This is an optimization exercise on Yosys and OpenROAD, whose aim is small area, not a production implementation.
The RTL was checked by simulation tests, not by an equivalence proof against the original design.

==> exp/fjord <==
// MDC_NTT
module MDC_NTT(
    input clk,
    input rst,
    input mode,
    input en,
    input [11:0] i1,
    input [11:0] i2,
    output [11:0] o1,
    output [11:0] o2,
    output done
    );
    reg [6:0] cnt;
    reg       run;
    reg       done_r;
    reg       m;         
    always @(posedge clk) begin
        if (!rst) m <= mode;
    end
    always @(posedge clk) begin
        if (!rst) begin
            cnt    <= 7'd0;
            run    <= 1'b0;
            done_r <= 1'b0;
        end else begin
            if (run | en) cnt <= cnt + 7'd1;
            run <= run | en;
            if (cnt == LAST) done_r <= en;
        end
    end
    assign done = done_r;
    wire [6:0] cnt_nx = !rst ? 7'd0 : ((run | en) ? cnt + 7'd1 : cnt);
    localparam integer LAT = 4;
    function [5:0] s_ntt(input integer L);
        s_ntt = LAT*L + 64 - (64 >> L);
    endfunction
    function [5:0] s_intt(input integer L);
        s_intt = LAT*L + (1 << L) - 1;
    endfunction
    function [5:0] bf_off(input integer k, input m);
        bf_off = m ? s_intt(6 - k) : s_ntt(k);
    endfunction
    function [5:0] c_off(input integer k, input m);
        c_off = m ? s_intt(5 - k) + LAT : s_ntt(k) + LAT;
    endfunction
    localparam [6:0] LAST = 7*LAT + 63 - 1;    
    wire [11:0] bf_n1 [0:6];
    wire [11:0] bf_n2 [0:6];
    wire [11:0] bf_i1 [0:6];
    wire [11:0] bf_i2 [0:6];
    wire [11:0] c_o1 [0:5];
    wire [11:0] c_o2 [0:5];
    genvar k;
    generate
        for (k = 0; k < 7; k = k + 1) begin : g_bf
            wire [5:0] ph  = cnt[5:0] - bf_off(k, m);
            wire [5:0] g   = ph >> (6 - k);
            wire [5:0] idx = m ? ~g : g;
            wire [11:0] a1n, a2n, a1i, a2i;
            if (k == 0) begin : g_in0
                assign a1n = i1;
                assign a2n = i2;
            end else begin : g_inn
                assign a1n = c_o1[k-1];
                assign a2n = c_o2[k-1];
            end
            if (k == 6) begin : g_in6
                assign a1i = i1;
                assign a2i = i2;
            end else begin : g_ini
                assign a1i = c_o1[k];
  ...
==> module MDC_NTT, before the edit <==
module MDC_NTT(
    input clk,
    input rst,
    input mode,
    input en,
    input [11:0] i1,
    input [11:0] i2,
    output [11:0] o1,
    output [11:0] o2,
    output done
    );
    reg [6:0] cnt;
    reg       run;
    reg       done_r;
    reg       m;         
    always @(posedge clk) begin
        if (!rst) m <= mode;
    end
    always @(posedge clk) begin
        if (!rst) begin
            cnt    <= 7'd0;
            run    <= 1'b0;
            done_r <= 1'b0;
        end else begin
            if (run | en) cnt <= cnt + 7'd1;
            run <= run | en;
            if (cnt == LAST) done_r <= en;
        end
    end
    assign done = done_r;
    wire [6:0] cnt_nx = !rst ? 7'd0 : ((run | en) ? cnt + 7'd1 : cnt);
    localparam integer LAT = 4;
    function [5:0] s_ntt(input integer L);
        s_ntt = LAT*L + 64 - (64 >> L);
    endfunction
    function [5:0] s_intt(input integer L);
        s_intt = LAT*L + (1 << L) - 1;
    endfunction
    function [5:0] bf_off(input integer k, input m);
        bf_off = m ? s_intt(6 - k) : s_ntt(k);
    endfunction
    function [5:0] c_off(input integer k, input m);
        c_off = m ? s_intt(5 - k) + LAT : s_ntt(k) + LAT;
    endfunction
    localparam [6:0] LAST = 7*LAT + 63 - 1;    
    wire [11:0] bf_n1 [0:6];
    wire [11:0] bf_n2 [0:6];
    wire [11:0] bf_i1 [0:6];
    wire [11:0] bf_i2 [0:6];
    wire [11:0] c_o1 [0:5];
    wire [11:0] c_o2 [0:5];
    genvar k;
    generate
        for (k = 0; k < 7; k = k + 1) begin : g_bf
            wire [5:0] ph  = cnt[5:0] - bf_off(k, m);
            wire [5:0] g   = ph >> (6 - k);
            wire [5:0] idx = m ? ~g : g;
            wire [11:0] a1n, a2n, a1i, a2i;
            if (k == 0) begin : g_in0
                assign a1n = i1;
                assign a2n = i2;
            end else begin : g_inn
                assign a1n = c_o1[k-1];
                assign a2n = c_o2[k-1];
            end
            if (k == 6) begin : g_in6
                assign a1i = i1;
                assign a2i = i2;
            end else begin : g_ini
                assign a1i = c_o1[k];
                assign a2i = c_o2[k];
            end
            BF #(k) bf(.clk(clk), .mode(m), .widx(idx),
                       .a1n(a1n), .a2n(a2n), .a1i(a1i), .a2i(a2i),
                       .n1(bf_n1[k]), .n2(bf_n2[k]), .i1(bf_i1[k]), .i2(bf_i2[k]));
        end
        for (k = 0; k < 6; k = k + 1) begin : g_c
            wire [5:0] ph = cnt_nx[5:0] - c_off(k, m);
            reg sel;
            always @(posedge clk) sel <= ph[5 - k];
            reg [11:0] y1, y2;
            always @(posedge clk) begin
                y1 <= m ? bf_i1[k+1] : bf_n1[k];
                y2 <= m ? bf_i2[k+1] : bf_n2[k];
            end
            C2 #(32 >> k) c(.clk(clk), .sel(sel), .i1(y1), .i2(y2),
                            .o1(c_o1[k]), .o2(c_o2[k]));
        end
    endgenerate
    reg [11:0] r1, r2;
    always @(posedge clk) begin
        r1 <= m ? bf_i1[0] : bf_n1[6];
        r2 <= m ? bf_i2[0] : bf_n2[6];
    end
    assign o1 = r1;
    assign o2 = r2;
endmodule
Settings: LEC_CHECK=0, CAP_MARGIN=20, CORE_MARGIN=2, CORE_UTILIZATION=70, CTS_BUF_LIST=sky130_fd_sc_hd__clkbuf_16, CTS_CLUSTER_DIAMETER=100, CTS_CLUSTER_SIZE=30, PLACE_DENSITY=0.8, SLEW_MARGIN=20; clock period 8.0 ns.
run.sh (not shown) runs the stock make flow with config.mk's settings and CLKGATE_MAP_FILE= SYNTH_SCRIPT=/design/flow/synth_recipe.tcl, a recipe that flattens the netlist after the stock synthesis.
==> exp/xenon (differences from exp/fjord) <==
CTS_CLUSTER_SIZE = 27   (was 30)
==> exp/zinc (differences from exp/fjord) <==
CTS_CLUSTER_DIAMETER = 60   (was 100)
CTS_CLUSTER_SIZE = 32   (was 30)
==> exp/pepper (differences from exp/fjord) <==
--- a/flow/design.v
+++ b/flow/design.v
@@ -42,7 +42,7 @@
     function [5:0] c_off(input integer k, input m);
         c_off = m ? s_intt(5 - k) + LAT : s_ntt(k) + LAT;
     endfunction
-    localparam [6:0] LAST = 7*LAT + 63 - 1;    
+    localparam [6:0] LAST = 7*LAT + 63 - 2;    
     wire [11:0] bf_n1 [0:6];
     wire [11:0] bf_n2 [0:6];
     wire [11:0] bf_i1 [0:6];
@@ -87,13 +87,8 @@
                             .o1(c_o1[k]), .o2(c_o2[k]));
         end
     endgenerate
-    reg [11:0] r1, r2;
-    always @(posedge clk) begin
-        r1 <= m ? bf_i1[0] : bf_n1[6];
-        r2 <= m ? bf_i2[0] : bf_n2[6];
-    end
-    assign o1 = r1;
-    assign o2 = r2;
+    assign o1 = m ? bf_i1[0] : bf_n1[6];
+    assign o2 = m ? bf_i2[0] : bf_n2[6];
 endmodule
 module BF #(
     parameter K = 1
CTS_CLUSTER_SIZE = 27   (was 30)
==> reports/results.md <==
| Metric | Value |
|:---|:---|
| Run status | finished clean |
| Post-route setup slack | 0.287 ns |
| Final Hold Slack | 0.275 ns |
| Commonest cells in the synthesized netlist | dfxtp_1 (2,358), inv_1 (1,276), fa_1 (830) |
| Initial drt markers | 6,066 |
| Fraction of layout cells with a size suffix above 1 | 4.70% |
The numbers above come from exp/xenon.

==> reports/results.md <==
| Metric | Value |
|:---|:---|
| Commonest cells in the synthesized netlist | dfxtp_1 (2,358), inv_1 (1,276), fa_1 (830) |
| Fraction of layout cells with a size suffix above 1 | 4.62% |
| Run status | finished clean |
The numbers above come from exp/fjord.

==> reports/results.md <==
| Metric | Value |
|:---|:---|
| Run status | finished clean |
| Post-route setup slack | 0.450 ns |
| Period Utilization, post-route | 94.4% |
| Final number of hold-violating endpoints | 0 |
| Commonest cells in the synthesized netlist | dfxtp_1 (2,358), inv_1 (1,276), fa_1 (830) |
| Final Hold Slack | 0.299 ns |
| Initial drt markers | 5,920 |
The numbers above come from exp/zinc.

==> reports/results.md <==
| Metric | Value |
|:---|:---|
| Run status | finished clean |
| Final Hold Slack | 0.282 ns |
| Fraction of layout cells with a size suffix above 1 | 4.39% |
| Commonest cells in the synthesized netlist | dfxtp_1 (2,334), inv_1 (1,285), fa_1 (830) |
| Post-route setup slack | 0.359 ns |
The numbers above come from exp/pepper.

-- static timing again, ports no longer ideal --
In the flow no input, the clock included, has a driving cell. The finished layouts below were timed again as built, in two steps.
Step 1 (the two cells are an assumption about what drives the block):
set clk [get_ports {clk}]
set_driving_cell -lib_cell sky130_fd_sc_hd__clkbuf_16 $clk
set_driving_cell -lib_cell sky130_fd_sc_hd__buf_2 [delete_from_list [all_inputs] $clk]
Step 2 adds t to the input delays and takes it off the output delays; t is the mean of the earliest and latest rising clock arrival at the registers after step 1. Input paths then give back, and output paths get back, about the clock's delay inside the block.
Three values: ideal, step 1, step 2; two values: the first two.
run	t, ns	setup slack, ns	worst setup path after step 2	slew at the worst register clock pin (ns)
exp/fjord	0.839	0.112 / 0.112 / 0.112	register to register	0.12 / 0.12
exp/xenon	0.856	0.287 / 0.287 / 0.287	register to register	0.11 / 0.11
exp/zinc	0.884	0.450 / 0.450 / 0.450	register to register	0.12 / 0.12
exp/pepper	0.858	0.359 / 0.332 / 0.332	input to output	0.11 / 0.11
After both steps every run listed still meets setup and hold. The setup slack of exp/pepper, which loses most, moves by -0.027 ns with the drivers and by -0.027 ns with both steps.
